From an optimization exercise on the open Yosys and OpenROAD flow, aimed at small area and a short achievable clock period; shortcuts taken in it are not production practice. Function was checked by simulation only, so behaviour that the tests miss may differ from the original.

==> design.v <==
module muxN
 #(parameter bits = 16,size = 2,set=1)
 (input logic [size-1:0] [bits-1:0] DI,input logic [set-1:0] sel,output logic [bits-1:0] DO);
 assign DO = DI[sel];
 endmodule
module muxflags (input logic [5:0] DI,input logic [2:0] sel,output logic DO);
assign DO = DI[sel];
endmodule
module register 
 #(parameter bits = 6)
 (input logic [bits-1:0]  D,input logic clk,rst,hlt,output logic [bits-1:0] Q);
 always_ff @ (posedge clk,posedge rst) begin
	 if (rst) Q <= 'b0;
	 else if (hlt) Q <= D;
 end
endmodule
module reg_file
 #(parameter bits = 16,N = 3)
 (input logic [N-1:0] RA1,RA2,WA3,input logic WE3,clk,rst,input logic [bits-1:0] WD3,output logic [bits-1:0] RD1,RD2);
 logic [bits-1:0] sram [2**N-1:0];
 logic [bits-1:0] wd;
 assign wd = rst ? {bits{1'b0}} : WD3;
 always_ff @ (posedge clk)
	 for (int i = 0; i < 2**N; i++)
		 if (rst | (WE3 & (WA3 == i))) sram[i] <= wd;
 assign RD1 = sram[RA1];
 assign RD2 = sram[RA2];
endmodule
module extension
#(parameter inp_bits = 6)
(input logic [inp_bits-1:0] DI,output logic [2*inp_bits-1:0] DO);
always_comb begin
	DO = 'b0;
	case(DI[inp_bits-1])
		1: begin 
			DO[inp_bits-1:0] = DI;
			DO[2*inp_bits-1:inp_bits] = 'b11111111;
		end
		0: begin
			DO[inp_bits-1:0] = DI;
			DO[2*inp_bits-1:inp_bits] = 'b0;
		 end
		default: DO = 'b0;
	endcase
end
endmodule
module alu16
 #(parameter control_alu = 5)
 (input logic [15:0] a,b,pc,input logic sel_pc,input logic [control_alu-1:0] func,input logic [5:0] flagsin,output logic [5:0] flagsout,output logic [15:0] y);
 logic sub,co,lsl,shz,s_add,s_log,s_rev,s_sh;
 logic [15:0] sum,lg,ra,bx;
 logic [3:0] tt;
 logic [16:0] sin,sr;
 assign sub = (func == 5'd1);
 assign bx = sub ? ~b : b;
 assign {co,sum} = a + bx + (sub ^ flagsin[3]);
 always_comb
	case (func)
		5'd5: tt = 4'b0101;    
		5'd6: tt = 4'b1110;    
		5'd7: tt = 4'b1000;    
		5'd8: tt = 4'b0001;    
		5'd9: tt = 4'b0111;    
		5'd10: tt = 4'b0110;   
		5'd11: tt = 4'b1001;   
		default: tt = 4'b0000;
	endcase
 always_comb
	for (int i = 0; i < 16; i++) lg[i] = tt[{a[i],b[i]}];
 assign lsl = (func == 5'd13);
 always_comb
	for (int i = 0; i < 16; i++) ra[i] = a[15-i];
 assign sin = lsl ? {ra,1'b0} : {1'b0,a};
 assign shz = |b[15:5];
 assign sr = shz ? 17'b0 : sin >> b[4:0];
 assign s_add = (func == 5'd0) | sub;
 assign s_rev = (func == 5'd12);
 assign s_sh = lsl | (func == 5'd14) | (func == 5'd15);
 always_comb begin
	logic [15:0] shy;
	for (int i = 0; i < 16; i++) shy[i] = lsl ? sr[16-i] : sr[i];
	flagsout = 'b0;
	if (sel_pc) y = pc + {14'b0,1'b1,flagsin[3]};
	else y = ({16{s_add}} & sum) | lg | ({16{s_rev}} & {b[7:0],b[15:8]}) | ({16{s_sh}} & shy);
	flagsout[4] = (func == 5'd0) ? co : (sub & ~co);
	flagsout[3] = lsl & sr[0];
	flagsout[5] = (func == 5'd17) & (a == 16'd2);
	flagsout[1] = (func == 5'd17) & (a > 16'd2);
	flagsout[0] = (func == 5'd17) & (a < 16'd2);
 end
endmodule
module control_unit
 #(parameter FLAGS_size = 6)
 (input logic [6:0] opcode,input logic clk,state_flag_bit,init,
 output logic wrmem,ioe,intreq,decodeinstr,we3,rst,hlt,wrpc,prefix,jump,ch,ret,wrflags,seladdr,
 output logic [FLAGS_size-1:0] Jcc,output logic [4:0] func,output logic [3:0] stwr,
 output logic [1:0] spc_a,output logic [2:0] spc_b,output logic [2:0] state);
 typedef enum logic [5:0] {LDW = 6'b0,STW,MOV,
			HLT,RST,INT,IN,OUT,CH,RET,
			ADD,SUB,MUL,DIV,
			MVN,OR,AND,ORN,ANDN,EOR,EON,LSL,
			LSR,ASR,REV,
			J,JZ,JNZ,JC,JNC,JO,JNO,JP,JNP,JG,JL,JNG,JNL,CMP,MOD} instr;
	typedef enum logic [4:0] {ADD_OP = 5'b0,SUB_OP,MUL_OP,DIV_OP,MOD_OP,
			MVN_OP,OR_OP,AND_OP,ORN_OP,ANDN_OP,EOR_OP,EON_OP,REV_OP,
			LSL_OP,LSR_OP,ASR_OP,
			NOP_OP,CMP_OP} alu;
 typedef enum logic {r=1'b0,i} prefx;
 instr command;
 prefx ext;
 assign {command,ext} = opcode;
 always_ff @(posedge clk,posedge init) begin
	if (init) begin
		func <= NOP_OP;
		wrmem <= 0;
		ioe <= 0;
		intreq <= 0;
		decodeinstr <= 1; 
		stwr <= 'b0;
		we3 <= 0;
		rst <= 1;
		wrpc <= 0;
		prefix <= 0;
		jump <= 0;
		ch <= 0;
		hlt <= 0;
		ret <= 0;
		spc_a <= 'b0;
		spc_b <= 'b0;
		wrflags <= 0;
		Jcc <= 'b0;
		seladdr <= 0;
		state <= 0;
	end
	else begin
		if (hlt) state <= state;
		else begin 
			hlt <= 0;
			state <= state + 3'b001;
		end
		case(state)
			0: begin  
				func <= NOP_OP;
				wrmem <= 0;
				ioe <= 0;
				intreq <= 0;
				decodeinstr <= 1;
				stwr <= 'b0;
				we3 <= 0;
				rst <= 0;
				wrpc <= 0; 
				prefix <= 0;
				jump <= 0;
				ch <= 0;
				hlt <= 0;
				ret <= 0;
				spc_a <= 'b0;
				spc_b <= 'b0;
				wrflags <= 0;
				Jcc <= 'b0;
				seladdr <= 0;
			   end
			 1: begin  
				spc_a <= 1;
				spc_b <= 2;
				func <= ADD_OP;
				decodeinstr <= 0;
			   end
			2: begin
				wrpc <= 1;
			  end 
			3: begin  
				case(command)
					LDW: begin  
						seladdr <= 1;
						wrpc <= 0;
						func <= NOP_OP;
					   end
					STW: begin  
						wrpc <= 0;
						func <= NOP_OP;
						seladdr <= 1;
					   end
					 MOV: begin  
						func <= NOP_OP;
						wrpc <= 0;
						we3 <= 1;
						if (ext == r) stwr <= 2;
						else stwr <= 1;
						state <= 0;
					   end
					  RST: begin  
						rst <= 1;
						state <= 0;
					  end
					  HLT: begin  
						hlt <= 1;
						wrpc <= 0;
						state <= 7;
					  end
					  IN: begin  
						wrpc <= 0;
						func <= NOP_OP;
						seladdr <= 1;
					   end
					   OUT: begin  
						wrpc <= 0;
						func <= NOP_OP;
						seladdr <= 1;
					  end
					  INT: begin  
						wrpc <= 0;
						func <= NOP_OP;
						seladdr <= 1;
					   end
					  CH: begin  
						wrpc <= 0;
						ch <= 1;
						if (ext == r) prefix <= 0;
						else prefix <= i;
						jump <= 1;
						stwr <= 0;
					   end
					   RET: begin  
						wrpc <= 0;
						func <= NOP_OP;
						ret <= 1;
						prefix <= 0;
						jump <= 1;
					   end
					   CMP: begin
						   spc_a <=0;
						   func <= CMP_OP;
						   wrflags <= 1;
						   wrpc <= 0;
						   state <= 0;
					     end
					   ADD: begin  
						spc_a <= 0;
						func <= ADD_OP;
						wrflags <= 1;
						wrpc <= 0;
						stwr <= 0;
						we3 <= 1;
						state <= 0;
						if (ext == r) spc_b <= 0;
						else spc_b <= 1;
					    end
					   SUB: begin  
						spc_a <= 0;
						func <= SUB_OP;
						wrflags <= 1;
						wrpc <= 0;
						stwr <= 0;
						we3 <= 1;
						state <= 0;
						if (ext == r) spc_b <= 0;
						else spc_b <= 1;
					    end
					   MUL: begin  
						spc_a <= 0;
						func <= MUL_OP;
						wrflags <= 1;
						wrpc <= 0;
						stwr <= 0;
						we3 <= 1;
						state <= 0;
						if (ext == r) spc_b <= 0;
						else spc_b <= 1;
					    end
					    DIV: begin  
						spc_a <= 0;
						func <= DIV_OP;			
						wrflags <= 1;
						wrpc <= 0;
						stwr <= 0;
						we3 <= 1;
						state <= 0;
						if (ext == r) spc_b <= 0;
						else spc_b <= 1;
					    end
					    MOD: begin  
						spc_a <= 0;
						func <= MOD_OP;
						wrflags <= 1;
						wrpc <= 0;
						stwr <= 0;
						we3 <= 1;
						state <= 0;
						if (ext == r) spc_b <= 0;
						else spc_b <= 1;
					    end
					   MVN: begin  
						spc_a <= 0;
						func <= MVN_OP;
						wrflags <= 1;
						wrpc <= 0;
						stwr <= 0;
						we3 <= 1;
						state <= 0;
						if (ext == r) spc_b <= 0;
						else spc_b <= 1;
					    end
					    OR: begin  
						spc_a <= 0;
						func <= OR_OP;
						wrflags <= 1;
						wrpc <= 0;
						stwr <= 0;
						we3 <= 1;
						state <= 0;
						if (ext == r) spc_b <= 0;
						else spc_b <= 1;
					    end
					    AND: begin  
						spc_a <= 0;
						func <= AND_OP;
						wrflags <= 1;
						wrpc <= 0;
						stwr <= 0;
						we3 <= 1;
						state <= 0;
						if (ext == r) spc_b <= 0;
						else spc_b <= 1;
					    end
					   ANDN: begin  
						spc_a <= 0;
						func <= ANDN_OP;
						wrflags <= 1;
						wrpc <= 0;
						stwr <= 0;
						we3 <= 1;
						state <= 0;
						if (ext == r) spc_b <= 0;
						else spc_b <= 1;
					    end
					    ORN: begin  
						spc_a <= 0;
						func <= ORN_OP;
						wrflags <= 1;
						wrpc <= 0;
						stwr <= 0;
						we3 <= 1;
						state <= 0;
						if (ext == r) spc_b <= 0;
						else spc_b <= 1;
					    end
						EOR: begin  
						spc_a <= 0;
						func <= EOR_OP;
						wrflags <= 1;
						wrpc <= 0;
						stwr <= 0;
						we3 <= 1;
						state <= 0;
						if (ext == r) spc_b <= 0;
						else spc_b <= 1;
					    end
					    EON: begin  
						spc_a <= 0;
						func <= EON_OP;
						wrflags <= 1;
						wrpc <= 0;
						stwr <= 0;
						we3 <= 1;
						state <= 0;
						if (ext == r) spc_b <= 0;
						else spc_b <= 1;
					    end
					    REV: begin  
						spc_a <= 0;
						func <= REV_OP;
						wrflags <= 1;
						wrpc <= 0;
						stwr <= 0;
						we3 <= 1;
						state <= 0;
						if (ext == r) spc_b <= 0;
						else spc_b <= 1;
					    end
					    LSL: begin  
						spc_a <= 0;
						func <= LSL_OP;
						wrflags <= 1;
						wrpc <= 0;
						stwr <= 0;
						we3 <= 1;
						state <= 0;
						if (ext == r) spc_b <= 0;
						else spc_b <= 1;
					    end
					    LSR: begin  
						spc_a <= 0;
						func <= LSR_OP;
						wrflags <= 1;
						wrpc <= 0;
						stwr <= 0;
						we3 <= 1;
						state <= 0;
						if (ext == r) spc_b <= 0;
						else spc_b <= 1;
					    end
					    ASR: begin  
						spc_a <= 0;
						func <= ASR_OP;
						wrflags <= 1;
						wrpc <= 0;
						stwr <= 0;
						we3 <= 1;
						state <= 0;
						if (ext == r) spc_b <= 0;
						else spc_b <= 1;
					    end
					    J: begin  
						if (ext == r) prefix <= 0;
						else prefix <= 1;
						jump <= 1;
						func <= NOP_OP;
						end
						JZ: begin  
						if (ext == r) prefix <= 0;
						else prefix <= 1;
						Jcc <= 5;
						jump <= 1;
						func <= NOP_OP;
						wrpc <= 0;
						end
						JNZ: begin  
						if (ext == r) prefix <= 0;
						else prefix <= 1;
						Jcc <= 5;
						jump <= 1;
						func <= NOP_OP;
						wrpc <= 0;
						end
						JC: begin  
						if (ext == r) prefix <= 0;
						else prefix <= 1;
						Jcc <= 3;
						jump <= 1;
						func <= NOP_OP;
						wrpc <= 0;
						end
						JNC: begin  
						if (ext == r) prefix <= 0;
						else prefix <= 1;
						Jcc <= 3;
						jump <= 1;
						func <= NOP_OP;
						wrpc <= 0;
						end
						JO: begin  
						if (ext == r) prefix <= 0;
						else prefix <= 1;
						Jcc <= 4;
						jump <= 1;
						func <= NOP_OP;
						wrpc <= 0;
						end
						JNO: begin  
						if (ext == r) prefix <= 0;
						else prefix <= 1;
						Jcc <= 4;
						jump <= 1;
						func <= NOP_OP;
						wrpc <= 0;
						end
						JP: begin  
						if (ext == r) prefix <= 0;
						else prefix <= 1;
						Jcc <= 2;
						jump <= 1;
						func <= NOP_OP;
						wrpc <= 0;
						end
						JNP: begin  
						if (ext == r) prefix <= 0;
						else prefix <= 1;
						Jcc <= 2;
						jump <= 1;
						func <= NOP_OP;
						wrpc <= 0;
						end
						JG: begin  
						if (ext == r) prefix <= 0;
						else prefix <= 1;
						Jcc <= 1;
						jump <= 1;
						func <= NOP_OP;
						wrpc <= 0;
						end
						JL: begin  
						if (ext == r) prefix <= 0;
						else prefix <= 1;
						Jcc <= 0;
						jump <= 1;
						func <= NOP_OP;
						wrpc <= 0;
						end
						JNG: begin  
						if (ext == r) prefix <= 0;
						else prefix <= 1;
						Jcc <= 1;
						jump <= 1;
						func <= NOP_OP;
						wrpc <= 0;
						end
						JNL: begin  
						if (ext == r) prefix <= 0;
						else prefix <= 1;
						Jcc <= 0;
						jump <= 1;
						func <= NOP_OP;
						wrpc <= 0;
						end
					    default: state <= 0;
				endcase
			   end
			4: begin  
				case(command)
					LDW: begin  
						stwr <= 3;
						we3 <= 1;
						seladdr <= 0;
						state <= 0;
					   end
					STW: begin  
						wrmem <= 1;
						state <= 0;
					   end
					IN: begin  
							ioe <= 1;
					end
					OUT: begin  
							ioe <= 1;
							state <= 0;
					end
					INT: begin  
							intreq <= 1;
							state <= 0;
					end
					CH: begin  
						we3 <= 1;
						ch <= 0;
					 end
					RET: begin  
						wrpc <= 1;
						state <= 0;
					end
					JZ: begin  
						state <= 0;
						wrpc <= state_flag_bit;
					end
					JNZ: begin  
						state <= 0;
						wrpc <= ~state_flag_bit;
					end
					JC: begin  
						state <= 0;
						wrpc <= state_flag_bit;
					end
					JNC: begin  
						state <= 0;
						wrpc <= ~state_flag_bit;
					end
					JO: begin  
						state <= 0;
						wrpc <= state_flag_bit;
					end
					JNO: begin  
						state <= 0;
						wrpc <= ~state_flag_bit;
					end
					JP: begin  
						state <= 0;
						wrpc <= state_flag_bit;
					end
					JNP: begin  
						state <= 0;
						wrpc <= ~state_flag_bit;
					end
					JG: begin  
						state <= 0;
						wrpc <= state_flag_bit;
					end
					JL: begin  
						state <= 0;
						wrpc <= state_flag_bit;
					end
					JNG: begin  
						state <= 0;
						wrpc <= ~state_flag_bit;
					end
					JNL: begin  
						state <= 0;
						wrpc <= ~state_flag_bit;
					end				
				endcase
			end
			    5: begin  
					if(command == CH) begin
						wrpc <= 1;
						state <= 0;
					end
					else if(command == IN) begin
						stwr <= 4;
						we3 <= 1;
						state <= 0;
					end
				end 
			endcase	
		end
 end
endmodule
module ERM16_microprocessor (input logic init,clk,input logic [15:0] DI,output logic [15:0] ADDR_BUS,DO,output logic wrmem,ioe,intreq);
logic decodeinstr,we3,rst,hlt,wrpc,prefix,jump,ch,ret,wrflags,seladdr,state_flag_bit;
logic [5:0] Jcc;
logic [4:0] func;
logic [3:0] stwr;
logic [1:0] spc_a;
logic [2:0] spc_b;
logic [2:0] state;
logic [6:0] q_ir;
logic [8:0] q_op;
logic [15:0] imm,a,b,Bop,RD1,RD2,WD3,ALUresult,DI_PC,DO_PC;
logic [5:0] flags_in,flags_out;
logic [2:0] A1,A3;
logic lmul,ldiv,lmod,limm,lany,llast,lhold;
logic [15:0] lB;
logic [17:0] lB3;
logic [2:0] ldest;
logic [15:0] lres;
logic lp16;
logic [16:0] acc,lx;
logic [3:0] lqb;
control_unit cb(q_ir,clk,state_flag_bit,init,wrmem,ioe,intreq,decodeinstr,we3,rst,hlt,wrpc,prefix,jump,ch,ret,wrflags,seladdr,Jcc,func,stwr,spc_a,spc_b,state);
always_ff @(posedge clk)
	{q_ir,q_op} <= DI;
assign imm = {4'b0,{6{q_op[5]}},q_op[5:0]};
assign A1 = ret ? 3'b111 : q_op[8:6];
assign A3 = llast ? ldest : ch ? 3'b111 : q_op[8:6];
always_comb
	if (llast) WD3 = lres;
	else case (stwr[2:0])
		3'd0: WD3 = ALUresult;
		3'd1: WD3 = imm;
		3'd2: WD3 = b;
		3'd3: WD3 = a;
		default: WD3 = DI;
	endcase
reg_file regfile(A1,q_op[5:3],A3,we3 | llast,clk,rst,WD3,RD1,RD2);
always_ff @(posedge clk,posedge rst)
	if (rst) {lmul,ldiv,lmod} <= 3'b0;
	else if (state == 3'd3) begin
		lmul <= q_ir[6:1] == 6'd12;
		ldiv <= q_ir[6:1] == 6'd13;
		lmod <= q_ir[6:1] == 6'd39;
	end
assign limm = (state == 3'd3) & q_ir[0] & ((q_ir[6:1] == 6'd12) | (q_ir[6:1] == 6'd13) | (q_ir[6:1] == 6'd39));
assign lany = lmul | ldiv | lmod;
assign llast = lany & (state == 3'd3);
assign lhold = lany & (state != 3'd3);
always_ff @(posedge clk)
	if (state == 3'd0) ldest <= q_op[8:6];
assign lB = b;
always_ff @(posedge clk)
	if (lhold) a <= {a[11:0],lqb};
	else a <= (llast & (A1 == ldest)) ? lres : RD1;
always_ff @(posedge clk)
	if (limm) b <= {4'b0,{6{DI[5]}},DI[5:0]};
	else if (~lhold) b <= (llast & (q_op[5:3] == ldest)) ? lres : RD2;
assign Bop = spc_b[0] ? imm : b;
alu16 ALU(a,Bop,DO_PC,spc_a[0],func,flags_out,flags_in,ALUresult);
assign lB3 = {2'b0,lB} + {1'b0,lB,1'b0};
always_comb begin
	logic [17:0] t,m,y1;
	logic [18:0] d1,d2,d3;
	lx = acc;
	for (int k = 1; k >= 0; k--) begin
		t = {lx[15:0],lmul ? 2'b00 : a[12+2*k +: 2]};
		case (a[12+2*k +: 2])
			2'd0: m = 18'b0;
			2'd1: m = {2'b0,lB};
			2'd2: m = {1'b0,lB,1'b0};
			default: m = lB3;
		endcase
		y1 = lmul ? m : ~{2'b0,lB};
		d1 = {1'b0,t} + {1'b0,y1} + {18'b0,~lmul};
		d2 = {1'b0,t} - {2'b0,lB,1'b0};
		d3 = {1'b0,t} - {1'b0,lB3};
		if (lmul) begin
			lx = d1[16:0];
			lqb[2*k +: 2] = 2'd0;
		end
		else if (!d3[18]) begin
			lx = d3[16:0];
			lqb[2*k +: 2] = 2'd3;
		end
		else if (!d2[18]) begin
			lx = d2[16:0];
			lqb[2*k +: 2] = 2'd2;
		end
		else if (d1[18]) begin
			lx = d1[16:0];
			lqb[2*k +: 2] = 2'd1;
		end
		else begin
			lx = t[16:0];
			lqb[2*k +: 2] = 2'd0;
		end
	end
end
always_ff @(posedge clk)
	acc <= (state == 3'd3) ? 17'b0 : lx;
assign lres = (lmul | lmod) ? lx[15:0] : {a[11:0],lqb};
assign lp16 = lx[16];
logic f5,f4,f3,f1,f0;
always_ff @(posedge clk,posedge rst)
	if (rst) {f5,f3,f1,f0} <= 4'b0;
	else if (wrflags) {f5,f3,f1,f0} <= {flags_in[5],flags_in[3],flags_in[1:0]};
always_ff @(posedge clk,posedge rst)
	if (rst) f4 <= 1'b0;
	else if (wrflags) f4 <= flags_in[4];
	else if (llast & lmul) f4 <= lp16;
assign flags_out = {f5,f4,f3,1'b0,f1,f0};
assign state_flag_bit = flags_out[Jcc[2:0]];
assign DI_PC = jump ? (prefix ? imm : a) : ALUresult;
always_ff @(posedge clk,posedge rst)
	if (rst) DO_PC <= 16'b0;
	else if (wrpc & (jump | (state != 3'd0))) DO_PC <= DI_PC;
always_ff @(posedge clk,posedge rst)
	if (rst) ADDR_BUS <= 16'b0;
	else if (~hlt) ADDR_BUS <= seladdr ? b : DO_PC;
always_ff @(posedge clk)
	DO <= a;
endmodule
==> flow/run.sh <==
#!/bin/bash
# Layout: the standard flow (standard.sh: the standard synthesis, then ORFS
# floorplan, placement, CTS, routing and finish), unchanged except for two
# ORFS settings:
#  - SETUP_SLACK_MARGIN: repair_timing aims for this setup slack (ns)
#    instead of 0, so it works on the critical paths;
set -euo pipefail
export SETUP_SLACK_MARGIN=22.5
export BUFFER_PORTS_ARGS="-buffer_cell sky130_fd_sc_hd__buf_2"
bash standard.sh > standard.log 2>&1
==> standard.sh <==
#!/bin/bash
# synth_recipe.tcl (not shown) runs the flow's synth.tcl, then flattens the netlist and writes it again
# the make line also repeats each setting of config.mk as NAME=value (left out here)
make -C /OpenROAD-flow-scripts/flow DESIGN_CONFIG=/design/flow/config.mk WORK_HOME=/design/flow/orfs CLKGATE_MAP_FILE= SYNTH_SCRIPT=/design/flow/synth_recipe.tcl "${@:-finish}"
==> config.mk <==
export PLATFORM = sky130hd
export DESIGN_NAME = ERM16_microprocessor
export DESIGN_NICKNAME = ERM16_microprocessor
export VERILOG_FILES = /design/flow/design.v
export SDC_FILE = /design/flow/constraint.sdc
export NUM_CORES = 4
export LEC_CHECK = 0
export ABC_AREA = 1
export CAP_MARGIN = 20
export CORE_MARGIN = 2
export CORE_UTILIZATION = 50
export SLEW_MARGIN = 20
export TNS_END_PERCENT = 20
==> constraint.sdc <==
create_clock -name core_clock -period 30.0 [get_ports {clk}]
set_input_delay 6.0000 -clock core_clock [delete_from_list [all_inputs] [get_ports {clk}]]
set_output_delay 6.0000 -clock core_clock [all_outputs]
set_load 0.01 [all_outputs]
==> metrics.md <==
| Metric | Value |
|---|---|
| Status | `finished clean` |
| Count of endpoints failing hold in the final timing report | `0` |
| H-tree levels | `2` |
| Post-Synthesis Net Count | `3553` |
| Number of global-route vias before repair | `24117` |
| Element type at the critical path end | `flip-flop` |
| Synth Flop Type | `sky130_fd_sc_hd__edfxtp_1` |
| Multiplexer share of the synthesized area | `0.126%` |
| CORE AREA | `46800 sq um` |
| Antenna violations before repair | `3` |
| Clock transition at path regs | `60 ps` |
| Via density | `6.50` |
| Mean cell area of the mapped netlist | `7.02 sq um` |
| XOR/XNOR share of the synthesized area | `3.44%` |
| Critical path class | `reg2reg` |
| Final routed wirelength across all metal layers | `105 mm` |
| Layout Cell Area excl Fill | `27400 sq um` |
| R2r endpoint | `regfile.sram[1][10]` |
| Die height | `222 um` |
| Required arrival time at the worst endpoint | `30290 ps` |
| DP Area | `24600 sq um` |
| Maximum clock frequency | `137 MHz` |
| Clk buf depth | `3` |
| Drt wl/cell | `25.5 um` |
| Crit share post-route | `24.4%` |
| Kind of path behind the tightest hold check | `reg2reg` |
| Number of clock sinks seen by CTS | `280` |
| Remaining Overflow, GRT | `0` |
| Number of rows in the core area | `79` |
| Met3 WL post-DR | `12.5 mm` |
| Top layer used by detailed routing | `met5` |
| Least setup slack across all paths after layout | `22690 ps` |
| Part of the Yosys area used for sequential elements | `31.1%` |
| Layout Skew | `24.5 ps` |
| Unrepaired setup endpoints after global routing | `yes` |
| Hold endpoint | `cb.wrpc` |
| Most common cell type on the critical path | `sky130_fd_sc_hd__nand2_1` |
| Maxcap violations | `0` |
| Number of buffers created by CTS | `34` |
| Post-synthesis register bit count | `280` |
| Setup Viol. Count Final | `0` |
| Routed wl met2 | `44.5 mm` |
| Setup total negative slack | `0 ps` |
| Share of synthesized cell area in and, or, nand and nor gates | `25.3%` |
| Biggest area consumer among synthesized cells | `sky130_fd_sc_hd__edfxtp_1` |
| Port Buffer Count | `52` |
| Fraction of final layout cells with drive strength greater than 1 | `12.6%` |
| Startpoint of the most critical hold path | `cb.wrpc` |
| YS warnings | `5` |
| Global-route wire length before repair | `152 mm` |
| CP max stage cell | `sky130_fd_sc_hd__dfxtp_1` |
| Number of nets still failing antenna checks after routing | `0` |
| TritonCTS clock tree | `built` |
| Maximum net fanout on the critical path | `26` |
| Total iterations of the first detailed-routing run | `6` |
| Remaining routing DRC violations | `0` |
| Worst slack at placement | `20880 ps` |
| Worst-Skew Late Latency | `560 ps` |
| Cell with the most instances after synthesis | `sky130_fd_sc_hd__nand2_1` |
| Die ar. | `49200 sq um` |
| Post-synthesis async set-or-reset flop share | `24.6%` |
| Ports | `53` |
| Mapped Area | `23700 sq um` |
| Post-synthesis share of cell area spent on full adders, half adders and majority gates | `8.31%` |
| Data arrival time of the critical path | `7610 ps` |
| Horizontal extent of the die | `222 um` |
| Startpoint Class | `flip-flop` |
| Reg2reg start | `a[14]` |
| Largest stage delay on the critical path | `860 ps` |
| Share of the synthesized area in compound gates (AO/OA/AOI/OAI) | `23.4%` |
| Number of enable-type register cells in the synthesized netlist | `143` |
| Synth top cells by count | `sky130_fd_sc_hd__nand2_1, sky130_fd_sc_hd__inv_1, sky130_fd_sc_hd__a21oi_1` |
| Area share of the leading cell type in the synthesized netlist | `18.1%` |
| Length of routed wiring on met1 | `40.8 mm` |
| Cell count of the worst hold path | `2` |
| Worst setup slack for register-to-register paths | `22690 ps` |
| DP HPWL | `78.6 mm` |
| Largest family of logic cells by synthesized area | `simple AND/OR/NAND/NOR gates` |
| Effective utilization at floorplan | `50.8%` |
| Iteration-0 DRC Markers | `4036` |
| Depth of the worst register-to-register path | `38` |
| Synth Instances | `3384` |
| Clock tree root buffer cell | `sky130_fd_sc_hd__clkbuf_16` |
| Worst max-slew margin expressed relative to the limit | `22.7%` |
| Total via count after detailed routing | `26825` |
| RePlAce Congestion | `1.05` |
| Final standard cell utilization of the core | `58.5%` |
| Count of hold buffers inserted by post-cts repair | `0` |
| Max Slew Vio Count | `0` |
| Area growth from synthesis to layout | `15.2%` |
| Largest net degree at the start of global routing | `62` |
| Post-synthesis cell type count | `69` |
| Post-route minimum period | `7310 ps` |
| Overall track demand over capacity in global routing | `40.6%` |
| Actual slew at the worst max-slew pin | `1160 ps` |
| Most area-consuming cells after synthesis | `sky130_fd_sc_hd__edfxtp_1, sky130_fd_sc_hd__nand2_1, sky130_fd_sc_hd__ha_1` |
| Layout net count | `3659` |
==> cell type report <==
| cell class | count | area [sq um] |
|---|---|---|
| antenna | 1 | 2.50 |
| clock buffer | 44 | 898 |
| clock inverter | 18 | 200 |
| fill | 4457 | 19400 |
| inverter | 411 | 1570 |
| multi-input combinational | 2586 | 15300 |
| sequential | 280 | 7390 |
| tap | 607 | 759 |
| timing repair buffer | 177 | 1280 |
==> what timing repair did <==
item                                    CTS  global route
gates resized for setup                  49           155
setup buffers                            21            59
cloned                                    1             4
endpoints found under the setup margin  176           176
pin swaps                                 7            54
==> placed cells by master, fill, tap and decap left out, types with 49 or more instances in the layout <==
cell	Yosys	layout
sky130_fd_sc_hd__o22ai_1	50	49
sky130_fd_sc_hd__a221oi_1	50	49
sky130_fd_sc_hd__xor2_1	64	61
sky130_fd_sc_hd__a21oi_1	348	325
sky130_fd_sc_hd__buf_4	3	117
sky130_fd_sc_hd__ha_1	140	123
sky130_fd_sc_hd__o21ai_0	265	241
sky130_fd_sc_hd__dfxtp_1	68	68
sky130_fd_sc_hd__nand3_1	225	214
sky130_fd_sc_hd__edfxtp_1	143	143
sky130_fd_sc_hd__nand2_1	768	742
sky130_fd_sc_hd__nor2_1	234	231
sky130_fd_sc_hd__dfrtp_1	67	66
sky130_fd_sc_hd__buf_2	10	52
sky130_fd_sc_hd__inv_1	389	374
==> per-layer routing <==
layer	track usage [%]	up-vias
met3	8.10	399
met1	54.3	12551
met2	61.9	1896
li1	-	11977
met4	21.9	2
met5	0	-
==> flip-flops by register name (all words and copies together) (netlist names), 3 cells and up <==
register	count
ADDR_BUS	16
DO	16
DO_PC	16
a	16
acc	16
b	16
cb.Jcc	3
cb.func	5
cb.state	3
cb.stwr	3
ldest	3
q_ir	7
q_op	9
regfile.sram	128
==> critical path: cells and delay by family (launching register included) <==
kind                       cells  cell delay [ps]
AOI/OAI and AO/OA              8             1840
adders and majority gates      2              630
buffers and inverters          7             1120
DFF                            1              860
and+or+nand+nor               21             2560
==> cells by family after synthesis <==
kind of cell             Yosys count
AO/OA/AOI/OAI                    943
XOR/XNOR                          91
adder cells (fa/ha/maj)          151
buffers and inverters            522
flip-flops                       280
multiplexers                       3
AND/OR/NAND/NOR                 1394
==> worst max-delay path by stage <==
stage | startpoint | endpoint
3_5_place_dp | b[0] | regfile.sram[7][12]
5_1_grt | b[1] | regfile.sram[3][1]
4_1_cts | b[2] | regfile.sram[1][10]
2_1_floorplan | b[2] | regfile.sram[0][15]
6_report | a[14] | regfile.sram[1][10]
3_3_place_gp | b[0] | regfile.sram[0][12]
==> stage by stage <==
stage / instances / hold slack (ps)
after global routing: 4124 / 508
after floorplan: 3384 / 354
after CTS: 4060 / 487
after global placement: 3976 / 472
after detailed placement: 3976 / 471
final: 4124 / 487

-- port drivers added, routing unchanged --
The results above use ideal ports. As a check the final layout listed here was re-extracted and re-timed, cells and wires unchanged.
Step 1: set_driving_cell puts a clkbuf_16 on clk and a buf_2 on each other input, an assumption about the parent block.
Step 2 adds t to the input delays and takes it off the output delays; t is the mean of the earliest and latest rising clock arrival at the registers after step 1. Input paths then give back, and output paths get back, about the clock's delay inside the block.
Slacks: ideal ports / drivers / drivers and shift; pairs: ideal ports / drivers.
t (ns): 0.611
setup slack, ns: 22.687 / 22.687 / 22.636
worst setup path after step 2: input to register
clock arrival spread, ns: 0.025 / 0.025
After both steps setup and hold are still met in this run. For this run, drivers alone change the setup slack by 0.000 ns; drivers and shift together by -0.051 ns.
